This design comes from an exercise in tuning for small area on the open sky130 flow, not from production work. The RTL was checked by simulation tests, not by an equivalence proof against the original design. Power is estimated from default activity; no workload was simulated.

==> design.v <==
module vga_sync(
    input clk,
    input rst,
    output reg h_sync,
    output reg v_sync,
    output reg valid,
    output reg [10:0] x_counter,
    output reg [9:0] y_counter
    );
wire x_end = (x_counter == 11'd1587);
wire y_end = (y_counter == 10'd527);
always @(posedge clk)
  if (rst) begin
    x_counter <= 11'd0;
    y_counter <= 10'd0;
    h_sync <= 1'b1;
    v_sync <= 1'b1;
    valid <= 1'b0;
  end else begin
    x_counter <= x_end ? 11'd0 : x_counter + 11'd1;
    if (x_end) y_counter <= y_end ? 10'd0 : y_counter + 10'd1;
    h_sync <= ~((x_counter >= 11'd1304) && (x_counter <= 11'd1493));
    v_sync <= ~((y_counter == 10'd493) || (y_counter == 10'd494));
    valid <= x_end || (y_counter <= 10'd479 && x_counter <= 11'd1287);
  end
endmodule
module array_shifter(
    input [15:0] data,
    input en,
    input clk,
    input rst,
    output reg [287:0] SIPO,
    output reg [4:0] cnt
    );
always @(posedge clk)
  if (en) SIPO <= {data, SIPO[287:16]};
always @(posedge clk)
  if (rst) cnt <= 5'd0;
  else if (en && cnt != 5'd18) cnt <= cnt + 5'd1;
endmodule
module char_pos(input [3:0] c, input [2:0] r, output reg [6:0] g);
always @*
  case ({c, r})
    7'd0: g = 7'b0000000;
    7'd1: g = 7'b0000000;
    7'd2: g = 7'b0000000;
    7'd3: g = 7'b0000000;
    7'd4: g = 7'b0000000;
    7'd5: g = 7'b0011000;
    7'd6: g = 7'b0011000;
    7'd7: g = 7'b0110000;
    7'd8: g = 7'b0011000;
    7'd9: g = 7'b0111100;
    7'd10: g = 7'b1100110;
    7'd11: g = 7'b1111110;
    7'd12: g = 7'b1100110;
    7'd13: g = 7'b1100110;
    7'd14: g = 7'b1100110;
    7'd15: g = 7'b0000000;
    7'd16: g = 7'b1111110;
    7'd17: g = 7'b1100000;
    7'd18: g = 7'b1100000;
    7'd19: g = 7'b1111000;
    7'd20: g = 7'b1100000;
    7'd21: g = 7'b1100000;
    7'd22: g = 7'b1111110;
    7'd23: g = 7'b0000000;
    7'd24: g = 7'b0111100;
    7'd25: g = 7'b0011000;
    7'd26: g = 7'b0011000;
    7'd27: g = 7'b0011000;
    7'd28: g = 7'b0011000;
    7'd29: g = 7'b0011000;
    7'd30: g = 7'b0111100;
    7'd31: g = 7'b0000000;
    7'd32: g = 7'b1100110;
    7'd33: g = 7'b1110110;
    7'd34: g = 7'b1111110;
    7'd35: g = 7'b1111110;
    7'd36: g = 7'b1101110;
    7'd37: g = 7'b1100110;
    7'd38: g = 7'b1100110;
    7'd39: g = 7'b0000000;
    7'd40: g = 7'b0111100;
    7'd41: g = 7'b1100110;
    7'd42: g = 7'b1100110;
    7'd43: g = 7'b1100110;
    7'd44: g = 7'b1100110;
    7'd45: g = 7'b1100110;
    7'd46: g = 7'b0111100;
    7'd47: g = 7'b0000000;
    7'd48: g = 7'b1111100;
    7'd49: g = 7'b1100110;
    7'd50: g = 7'b1100110;
    7'd51: g = 7'b1111100;
    7'd52: g = 7'b1111000;
    7'd53: g = 7'b1101100;
    7'd54: g = 7'b1100110;
    7'd55: g = 7'b0000000;
    7'd56: g = 7'b0111100;
    7'd57: g = 7'b1100110;
    7'd58: g = 7'b1100000;
    7'd59: g = 7'b0111100;
    7'd60: g = 7'b0000110;
    7'd61: g = 7'b1100110;
    7'd62: g = 7'b0111100;
    7'd63: g = 7'b0000000;
    7'd64: g = 7'b1100110;
    7'd65: g = 7'b1100110;
    7'd66: g = 7'b1100110;
    7'd67: g = 7'b1100110;
    7'd68: g = 7'b1100110;
    7'd69: g = 7'b1100110;
    7'd70: g = 7'b0111100;
    7'd71: g = 7'b0000000;
    7'd72: g = 7'b1100011;
    7'd73: g = 7'b1100011;
    7'd74: g = 7'b1100011;
    7'd75: g = 7'b1101011;
    7'd76: g = 7'b1111111;
    7'd77: g = 7'b1110111;
    7'd78: g = 7'b1100011;
    7'd79: g = 7'b0000000;
    7'd80: g = 7'b1100110;
    7'd81: g = 7'b1100110;
    7'd82: g = 7'b1100110;
    7'd83: g = 7'b0111100;
    7'd84: g = 7'b0011000;
    7'd85: g = 7'b0011000;
    7'd86: g = 7'b0011000;
    7'd87: g = 7'b0000000;
    7'd88: g = 7'b0000000;
    7'd89: g = 7'b0011000;
    7'd90: g = 7'b0011000;
    7'd91: g = 7'b0000000;
    7'd92: g = 7'b0000000;
    7'd93: g = 7'b0011000;
    7'd94: g = 7'b0011000;
    7'd95: g = 7'b0000000;
    default: g = 7'b0;
  endcase
endmodule
module num_pos(input [3:0] n, input [2:0] r, output reg [6:0] g);
always @*
  case ({n, r})
    7'd0: g = 7'b0111100;
    7'd1: g = 7'b1100110;
    7'd2: g = 7'b1100110;
    7'd3: g = 7'b1100110;
    7'd4: g = 7'b1100110;
    7'd5: g = 7'b1100110;
    7'd6: g = 7'b0111100;
    7'd7: g = 7'b0000000;
    7'd8: g = 7'b0011000;
    7'd9: g = 7'b0011000;
    7'd10: g = 7'b0111000;
    7'd11: g = 7'b0011000;
    7'd12: g = 7'b0011000;
    7'd13: g = 7'b0011000;
    7'd14: g = 7'b1111110;
    7'd15: g = 7'b0000000;
    7'd16: g = 7'b0111100;
    7'd17: g = 7'b1100110;
    7'd18: g = 7'b0000110;
    7'd19: g = 7'b0001100;
    7'd20: g = 7'b0110000;
    7'd21: g = 7'b1100000;
    7'd22: g = 7'b1111110;
    7'd23: g = 7'b0000000;
    7'd24: g = 7'b0111100;
    7'd25: g = 7'b1100110;
    7'd26: g = 7'b0000110;
    7'd27: g = 7'b0011100;
    7'd28: g = 7'b0000110;
    7'd29: g = 7'b1100110;
    7'd30: g = 7'b0111100;
    7'd31: g = 7'b0000000;
    7'd32: g = 7'b0000110;
    7'd33: g = 7'b0001110;
    7'd34: g = 7'b0011110;
    7'd35: g = 7'b1100110;
    7'd36: g = 7'b1111111;
    7'd37: g = 7'b0000110;
    7'd38: g = 7'b0000110;
    7'd39: g = 7'b0000000;
    7'd40: g = 7'b1111110;
    7'd41: g = 7'b1100000;
    7'd42: g = 7'b1111100;
    7'd43: g = 7'b0000110;
    7'd44: g = 7'b0000110;
    7'd45: g = 7'b1100110;
    7'd46: g = 7'b0111100;
    7'd47: g = 7'b0000000;
    7'd48: g = 7'b0111100;
    7'd49: g = 7'b1100110;
    7'd50: g = 7'b1100000;
    7'd51: g = 7'b1111100;
    7'd52: g = 7'b1100110;
    7'd53: g = 7'b1100110;
    7'd54: g = 7'b0111100;
    7'd55: g = 7'b0000000;
    7'd56: g = 7'b1111110;
    7'd57: g = 7'b1100110;
    7'd58: g = 7'b0001100;
    7'd59: g = 7'b0011000;
    7'd60: g = 7'b0011000;
    7'd61: g = 7'b0011000;
    7'd62: g = 7'b0011000;
    7'd63: g = 7'b0000000;
    7'd64: g = 7'b0111100;
    7'd65: g = 7'b1100110;
    7'd66: g = 7'b1100110;
    7'd67: g = 7'b0111100;
    7'd68: g = 7'b1100110;
    7'd69: g = 7'b1100110;
    7'd70: g = 7'b0111100;
    7'd71: g = 7'b0000000;
    7'd72: g = 7'b0111100;
    7'd73: g = 7'b1100110;
    7'd74: g = 7'b1100110;
    7'd75: g = 7'b0111110;
    7'd76: g = 7'b0000110;
    7'd77: g = 7'b1100110;
    7'd78: g = 7'b0111100;
    7'd79: g = 7'b0000000;
    7'd80: g = 7'b0011000;
    7'd81: g = 7'b0111100;
    7'd82: g = 7'b1100110;
    7'd83: g = 7'b1111110;
    7'd84: g = 7'b1100110;
    7'd85: g = 7'b1100110;
    7'd86: g = 7'b1100110;
    7'd87: g = 7'b0000000;
    7'd88: g = 7'b1111100;
    7'd89: g = 7'b1100110;
    7'd90: g = 7'b1100110;
    7'd91: g = 7'b1111100;
    7'd92: g = 7'b1100110;
    7'd93: g = 7'b1100110;
    7'd94: g = 7'b1111100;
    7'd95: g = 7'b0000000;
    7'd96: g = 7'b0111100;
    7'd97: g = 7'b1100110;
    7'd98: g = 7'b1100000;
    7'd99: g = 7'b1100000;
    7'd100: g = 7'b1100000;
    7'd101: g = 7'b1100110;
    7'd102: g = 7'b0111100;
    7'd103: g = 7'b0000000;
    7'd104: g = 7'b1111000;
    7'd105: g = 7'b1101100;
    7'd106: g = 7'b1100110;
    7'd107: g = 7'b1100110;
    7'd108: g = 7'b1100110;
    7'd109: g = 7'b1101100;
    7'd110: g = 7'b1111000;
    7'd111: g = 7'b0000000;
    7'd112: g = 7'b1111110;
    7'd113: g = 7'b1100000;
    7'd114: g = 7'b1100000;
    7'd115: g = 7'b1111000;
    7'd116: g = 7'b1100000;
    7'd117: g = 7'b1100000;
    7'd118: g = 7'b1111110;
    7'd119: g = 7'b0000000;
    7'd120: g = 7'b1111110;
    7'd121: g = 7'b1100000;
    7'd122: g = 7'b1100000;
    7'd123: g = 7'b1111000;
    7'd124: g = 7'b1100000;
    7'd125: g = 7'b1100000;
    7'd126: g = 7'b1100000;
    7'd127: g = 7'b0000000;
    default: g = 7'b0;
  endcase
endmodule
module vga_controller(
    input clk,
    input rst,
    input [15:0] data,
    input en,
    output h_sync,
    output v_sync,
    output red0,
    output red1,
    output green0,
    output green1,
    output blue0,
    output blue1
    );
wire [10:0] x;
wire [9:0] y;
wire valid;
wire [287:0] SIPO;
wire [4:0] cnt;
vga_sync sync_50M(.clk(clk), .rst(rst), .h_sync(h_sync), .v_sync(v_sync), .valid(valid),
                  .x_counter(x), .y_counter(y));
array_shifter myshift(.data(data), .en(en), .clk(clk), .rst(rst), .SIPO(SIPO), .cnt(cnt));
wire [17:0] wv;
genvar k;
generate for (k = 0; k < 18; k = k + 1) begin : g_wv
  assign wv[k] = (cnt >= 5'd18 - k);
end endgenerate
wire [7:0] q = x[10:3];           
wire [2:0] r = {~y[2], y[1:0]};   
wire text_row = (y >= 10'd124) && (y <= 10'd131);
wire [17:0] ws;   
wire [3:0] js;    
assign ws[0] = (q >= 8'd29) && (q <= 8'd32);
assign ws[1] = (q >= 8'd34) && (q <= 8'd37);
assign ws[2] = (q >= 8'd39) && (q <= 8'd42);
assign ws[3] = (q >= 8'd44) && (q <= 8'd47);
assign ws[4] = (q >= 8'd49) && (q <= 8'd52);
assign ws[5] = (q >= 8'd54) && (q <= 8'd57);
assign ws[6] = (q >= 8'd59) && (q <= 8'd62);
assign ws[7] = (q >= 8'd64) && (q <= 8'd67);
assign ws[8] = (q >= 8'd69) && (q <= 8'd72);
assign ws[9] = (q >= 8'd74) && (q <= 8'd77);
assign ws[10] = (q >= 8'd79) && (q <= 8'd82);
assign ws[11] = (q >= 8'd84) && (q <= 8'd87);
assign ws[12] = (q >= 8'd89) && (q <= 8'd92);
assign ws[13] = (q >= 8'd94) && (q <= 8'd97);
assign ws[14] = (q >= 8'd99) && (q <= 8'd102);
assign ws[15] = (q >= 8'd104) && (q <= 8'd107);
assign ws[16] = (q >= 8'd109) && (q <= 8'd112);
assign ws[17] = (q >= 8'd114) && (q <= 8'd117);
assign js[0] = (q == 8'd29) || (q == 8'd34) || (q == 8'd39) || (q == 8'd44) || (q == 8'd49) || (q == 8'd54) || (q == 8'd59) || (q == 8'd64) || (q == 8'd69) || (q == 8'd74) || (q == 8'd79) || (q == 8'd84) || (q == 8'd89) || (q == 8'd94) || (q == 8'd99) || (q == 8'd104) || (q == 8'd109) || (q == 8'd114);
assign js[1] = (q == 8'd30) || (q == 8'd35) || (q == 8'd40) || (q == 8'd45) || (q == 8'd50) || (q == 8'd55) || (q == 8'd60) || (q == 8'd65) || (q == 8'd70) || (q == 8'd75) || (q == 8'd80) || (q == 8'd85) || (q == 8'd90) || (q == 8'd95) || (q == 8'd100) || (q == 8'd105) || (q == 8'd110) || (q == 8'd115);
assign js[2] = (q == 8'd31) || (q == 8'd36) || (q == 8'd41) || (q == 8'd46) || (q == 8'd51) || (q == 8'd56) || (q == 8'd61) || (q == 8'd66) || (q == 8'd71) || (q == 8'd76) || (q == 8'd81) || (q == 8'd86) || (q == 8'd91) || (q == 8'd96) || (q == 8'd101) || (q == 8'd106) || (q == 8'd111) || (q == 8'd116);
assign js[3] = (q == 8'd32) || (q == 8'd37) || (q == 8'd42) || (q == 8'd47) || (q == 8'd52) || (q == 8'd57) || (q == 8'd62) || (q == 8'd67) || (q == 8'd72) || (q == 8'd77) || (q == 8'd82) || (q == 8'd87) || (q == 8'd92) || (q == 8'd97) || (q == 8'd102) || (q == 8'd107) || (q == 8'd112) || (q == 8'd117);
wire is_num = js[0] || js[1] || js[2] || js[3];
wire is_chr = (q == 8'd14) || (q == 8'd15) || (q == 8'd16) || (q == 8'd17) || (q == 8'd19) || (q == 8'd20) || (q == 8'd21) || (q == 8'd22) || (q == 8'd23) || (q == 8'd24) || (q == 8'd26) || (q == 8'd27) || (q == 8'd28) || (q == 8'd33) || (q == 8'd38) || (q == 8'd43) || (q == 8'd48) || (q == 8'd53) || (q == 8'd58) || (q == 8'd63) || (q == 8'd68) || (q == 8'd73) || (q == 8'd78) || (q == 8'd83) || (q == 8'd88) || (q == 8'd93) || (q == 8'd98) || (q == 8'd103) || (q == 8'd108) || (q == 8'd113);
reg [3:0] fc;    
always @* begin
  fc = 4'h0;
  if (q == 8'd14) fc = 4'ha;
  if (q == 8'd15) fc = 4'h5;
  if (q == 8'd16) fc = 4'h8;
  if (q == 8'd17) fc = 4'h6;
  if (q == 8'd19) fc = 4'h1;
  if (q == 8'd20) fc = 4'h4;
  if (q == 8'd21) fc = 4'h7;
  if (q == 8'd22) fc = 4'h9;
  if (q == 8'd23) fc = 4'h2;
  if (q == 8'd24) fc = 4'h6;
  if (q == 8'd26) fc = 4'h3;
  if (q == 8'd27) fc = 4'h7;
  if (q == 8'd28) fc = 4'hb;
  if (q == 8'd33) fc = 4'h0;
  if (q == 8'd38) fc = 4'h0;
  if (q == 8'd43) fc = 4'h0;
  if (q == 8'd48) fc = 4'h0;
  if (q == 8'd53) fc = 4'h0;
  if (q == 8'd58) fc = 4'h0;
  if (q == 8'd63) fc = 4'h0;
  if (q == 8'd68) fc = 4'h0;
  if (q == 8'd73) fc = 4'h0;
  if (q == 8'd78) fc = 4'h0;
  if (q == 8'd83) fc = 4'h0;
  if (q == 8'd88) fc = 4'h0;
  if (q == 8'd93) fc = 4'h0;
  if (q == 8'd98) fc = 4'h0;
  if (q == 8'd103) fc = 4'h0;
  if (q == 8'd108) fc = 4'h0;
  if (q == 8'd113) fc = 4'h0;
end
reg [15:0] wd;
integer i;
always @* begin
  wd = 16'd0;
  for (i = 0; i < 18; i = i + 1)
    wd = wd | (SIPO[16*i +: 16] & {16{ws[i] & wv[i]}});
end
wire [3:0] nib = (wd[15:12] & {4{js[0]}}) | (wd[11:8] & {4{js[1]}}) |
                 (wd[7:4] & {4{js[2]}}) | (wd[3:0] & {4{js[3]}});
wire [6:0] g_num, g_chr;
num_pos u_num(.n(nib), .r(r), .g(g_num));
char_pos u_chr(.c(fc), .r(r), .g(g_chr));
wire load = text_row && (x[2:0] == 3'd2) && (is_num || is_chr);
wire [6:0] g = is_num ? g_num : g_chr;
reg [6:0] s;
reg s7, pix;
always @(posedge clk)
  if (rst) begin
    s <= 7'd0; s7 <= 1'b0; pix <= 1'b0;
  end else begin
    pix <= s7;
    s7 <= ~load & s[6];
    s <= load ? g : {s[5:0], 1'b0};
  end
assign green0 = pix & valid;
assign red0 = 1'b0;
assign red1 = 1'b0;
assign green1 = 1'b0;
assign blue0 = 1'b0;
assign blue1 = 1'b0;
endmodule
==> run.sh <==
#!/bin/bash
# synth_recipe.tcl (not shown) runs the flow's synth.tcl, then flattens the netlist and writes it again
# the make line also repeats each setting of config.mk as NAME=value (left out here)
make -C /OpenROAD-flow-scripts/flow DESIGN_CONFIG=/design/flow/config.mk WORK_HOME=/design/flow/orfs CLKGATE_MAP_FILE= SYNTH_SCRIPT=/design/flow/synth_recipe.tcl finish
==> config.mk <==
export PLATFORM = sky130hd
export DESIGN_NAME = vga_controller
export DESIGN_NICKNAME = vga_controller
export VERILOG_FILES = /design/flow/design.v
export SDC_FILE = /design/flow/constraint.sdc
export NUM_CORES = 4
export LEC_CHECK = 0
export CAP_MARGIN = 20
export CORE_MARGIN = 2
export CORE_UTILIZATION = 30
export SLEW_MARGIN = 20
==> constraint.sdc <==
create_clock -name core_clock -period 10.0 [get_ports {clk}]
set_input_delay 2.0000 -clock core_clock [delete_from_list [all_inputs] [get_ports {clk}]]
set_output_delay 2.0000 -clock core_clock [all_outputs]
set_load 0.01 [all_outputs]
==> qor_table.md <==
| Quantity | Reported |
| --- | --- |
| Final GP Congestion | 0.931 |
| Category of the critical setup timing path | register to register |
| Clk sinks | 326 |
| Data required, critical path | 10.45 ns |
| Post-CTS Setup Bufs | 0 |
| Number of iterations in the first detailed-routing pass | 7 |
| Critical path capture point type | register |
| Final-layout setup total negative slack | 0 ns |
| Transition time at the pin with the least slew margin | 1.12 ns |
| Finished Core Util | 0.341 |
| Worst Min Path Start | s[3] |
| Total power | 3120 uW |
| Type of element launching the critical path | register |
| Signed area change from the synthesized netlist to the final layout | 13.1% |
| Number of top-level pins | 27 |
| Final Critical Period | 5.35 ns |
| Async SR Flop Fraction | 0 |
| Result of the run | complete, no violations |
| CP Max Fanout | 29 |
| Core outline area | 0.0522 mm2 |
| Leakage power summed over all cells | 0.00575 uW |
| Crit share post-route | 0.535 |
| Fill cells | 5088 |
| Data arrival time of the worst path | 5.79 ns |
| Depth of the worst register-to-register path | 12 |
| Via count | 11500 |
| Count of inserted antenna diode cells | 0 |
| Ratio of total power to cell area | 175 mW/mm2 |
| Fraction of final layout cells with drive strength greater than 1 | 0.103 |
| Max-slew headroom at the worst pin | 0.251 |
| Number of violations of the max-capacitance limit | 0 |
| Final hold viol count | 0 |
| Hold EP | s[4] |
| Total DRC errors in the routed layout | 0 |
| Starting Density | 0.302 |
| CP cell instances | nand4bb_1 -> nor2_1 -> and2_1 -> a22oi_1 -> nand4_1 -> o31ai_2 -> and4_1 -> nand2_1 -> and3_1 -> a22o_1 -> or4_1 -> a311oi_2 |
| Final global-route overflow total | 0 |
| Global router's overall resource usage | 0.159 |
| Worst ir drop on vdd | 0.000120 V |
| Total of warnings raised by yosys | 5 |
| Clock insertion delay at the later pin of the skew report | 0.55 ns |
| Std-Cell Rows | 84 |
| Summed instance area of the synthesized netlist | 0.0158 mm2 |
| Vias per Instance | 5.75 |
| Cell with the largest stage delay on the worst path | dfxtp_1 |
| Family of cells with the greatest summed delay on the critical path | simple AND/OR/NAND/NOR gates |
| Reg clk slew, reported paths | 0.06 ns |
| Via count of the first global-routing pass | 10900 |
| Highest cell delay on the worst timing path | 0.97 ns |
| Most used DFF post-synth | edfxtp_1 |
| Launch instance of the worst register-to-register path | sync_50M.x_counter[10] |
| Maximum clock skew at final layout | 0.0199 ns |
| Kind of path behind the tightest hold check | register to register |
| Routed len/inst | 21.8 um |
| Initial antenna violation count | 0 |
| Post-cts hold buffer count | 0 |
| Post-synth EDFFs | 288 |
| Mapped Cells | 1305 |
| Number of buffers and inverters on the critical path | 0 |
| Die area | 0.0544 mm2 |
| Worst hold path depth | 2 |
| Num CTS Buffers | 38 |
| CTS tree | built |
| Syn avg cell area | 12.1 um2 |
| Yosys reg bits | 326 |
| Number of buffers on the longest clock path | 3 |
| Wire length of the first global-routing pass | 66.7 mm |
| Maximum number of pins on one net before global-route repair | 92 |
| Count of pins over their slew limit | 0 |
| Count of nets after finishing | 1325 |
| Iteration-0 DRC Markers | 1609 |
| Count of unique library cells instantiated by Yosys | 101 |
| Clock Root Buffer | clkbuf_16 |
| Total setup violations reported at the end of the flow | 0 |
| Dpl hpwl | 27.0 mm |
| Achievable frequency | 0.187 GHz |
| Worst reg2reg setup slack | 4.65 ns |
| Count of input and output buffers | 21 |
| RSZ-0062 raised after global routing | no |
| Total Routed Length | 43.7 mm |
| Floorplan die width | 233 um |
| Sequential share of the synthesized area | 0.597 |
| Maximum level of the CTS H-tree | 2 |
| Post-cts sizing count | 0 |
| R2r endpoint | s[2] |
| Post-DRT Antenna Nets | 0 |
| Vertical die dimension | 233 um |
[synthesized netlist by cell type, types with 6 or more instances]
cell type,n,share of area
nor2b_1,14,0.0056
buf_4,14,0.0067
buf_6,10,0.0071
clkbuf_1,39,0.0093
a31oi_1,19,0.0075
inv_1,23,0.0055
and4_1,6,0.0033
a21boi_0,6,0.0029
nor2_1,101,0.024
buf_1,8,0.0019
edfxtp_1,288,0.55
a221oi_1,12,0.0067
a22oi_1,66,0.031
buf_2,41,0.013
ha_1,17,0.013
o211ai_1,16,0.0076
o21ai_0,40,0.013
nor4_1,6,0.0024
o31ai_1,7,0.0033
and3_1,24,0.0095
and2_1,14,0.0056
a22o_1,12,0.0067
nor3_1,22,0.0070
xor2_1,9,0.0050
mux2i_1,15,0.0095
or3_1,8,0.0032
xnor2_1,15,0.0083
a211oi_1,10,0.0048
dfxtp_1,38,0.048
a222oi_1,26,0.017
nand2b_1,11,0.0044
o22ai_1,7,0.0028
a21oi_1,60,0.019
nand3_1,35,0.011
a32oi_1,9,0.0050
nand2_1,94,0.022
nand4_1,23,0.0091
a31o_2,6,0.0033
[kinds of logic (layout without fill, tap and decap cells)]
family,after synthesis,in the layout,share of synthesized area
AOI/OAI and AO/OA,374,374,0.182
DFF,326,326,0.597
xor gates and xnor gates,25,25,0.0144
other,1,5,0.000238
buffers and inverters,137,146,0.0441
and+or+nand+nor,405,405,0.135
adders and majority gates,17,17,0.0135
muxes,20,20,0.0138
[flip-flops by register name, summed over array words and instances, names as in the netlist, 5 cells and up]
name and flops:
sync_50M.x_counter 11, myshift.SIPO 288, sync_50M.y_counter 10, myshift.cnt 5
s 7
[where the power goes]
part           internal (uW)  switching, uW
registers               1570           46.5
clock network            874            576
logic                   15.9           40.6
total                   2460            663
[stage by stage]
step | hold slack [ns] | cell area (um2) | std cells | setup slack [ns]
2_1_floorplan | 0.401 | 15800 | 1309 | 6.01
3_3_place_gp | 0.426 | 16500 | 1937 | 4.94
3_5_place_dp | 0.430 | 16500 | 1937 | 4.87
4_1_cts | 0.437 | 17800 | 2006 | 4.87
5_1_grt | 0.443 | 17800 | 2006 | 4.42
6_report | 0.429 | 17800 | 2006 | 4.65
[worst max path at each step]
stage	from	to	cells past startpoint
floorplan	myshift.cnt[1]	s[2]	18
global placement	sync_50M.x_counter[10]	s[2]	12
detailed placement	sync_50M.x_counter[10]	s[2]	12
CTS	sync_50M.x_counter[10]	s[2]	12
global route	sync_50M.x_counter[10]	s[2]	12
finish	sync_50M.x_counter[10]	s[2]	12
[metal layers]
metal  global-route usage  vias up  routed length [um]
li1                     -     5119                   -
met1                0.220     5684               18600
met2                0.246      646               19900
met3               0.0288       85                3870
met4               0.0599        0                1360
met5                    0        -                   0
[area by class of cell]
cell class | count | area, um2 | share of cell area
repair buffers | 53 | 459 | 0.0258
well taps | 688 | 861 | 0.0483
inverters | 24 | 90.1 | 0.00505
clock inverters | 26 | 314 | 0.0176
multi-input cells | 846 | 5700 | 0.320
clock buffers | 43 | 991 | 0.0556
flip-flops and latches | 326 | 9410 | 0.528
[worst min-delay path, stage by stage, from the launching register on]
cell and delay [ns]:
dfxtp_1 0.30, nand2_1 0.04, o21ai_0 0.06
[placed cells by master, fill, tap and decap left out, types with 24 or more instances in the layout]
master	Yosys	routed
buf_4	14	31
a21oi_1	60	59
dfxtp_1	38	36
and3_1	24	24
nand3_1	35	35
a22oi_1	66	66
nor2_1	101	101
nand2_1	94	94
clkbuf_16	0	39
o21ai_0	40	40
edfxtp_1	288	288
a222oi_1	26	26

afterwards: timing with drivers on the ports:
How much do the figures lean on ideal ports? The routed layout below was timed once more, with nothing changed but the port constraints. Step 1 (the two cells are an assumption about what drives the block):
set clk [get_ports {clk}]
set_driving_cell -lib_cell sky130_fd_sc_hd__clkbuf_16 $clk
set_driving_cell -lib_cell sky130_fd_sc_hd__buf_2 [delete_from_list [all_inputs] $clk]
Step 2 also shifts input and output timing later by t, the mid clock arrival at the registers, as if the neighbouring blocks saw the same clock. a / b / c = ideal ports / drivers / drivers and shift; a / b = the first two.
shift t [ns]: 0.597
setup WS [ns]: 4.652 / 4.652 / 4.652
hold slack, ns: 0.429 / 0.429 / 0.429
latest minus earliest clock arrival (ns): 0.025 / 0.025
worst slew at a driven data input, ns: 0.05
After both steps setup and hold are still met in this run. For this run, drivers alone change the setup slack by 0.000 ns; drivers and shift together by 0.000 ns.
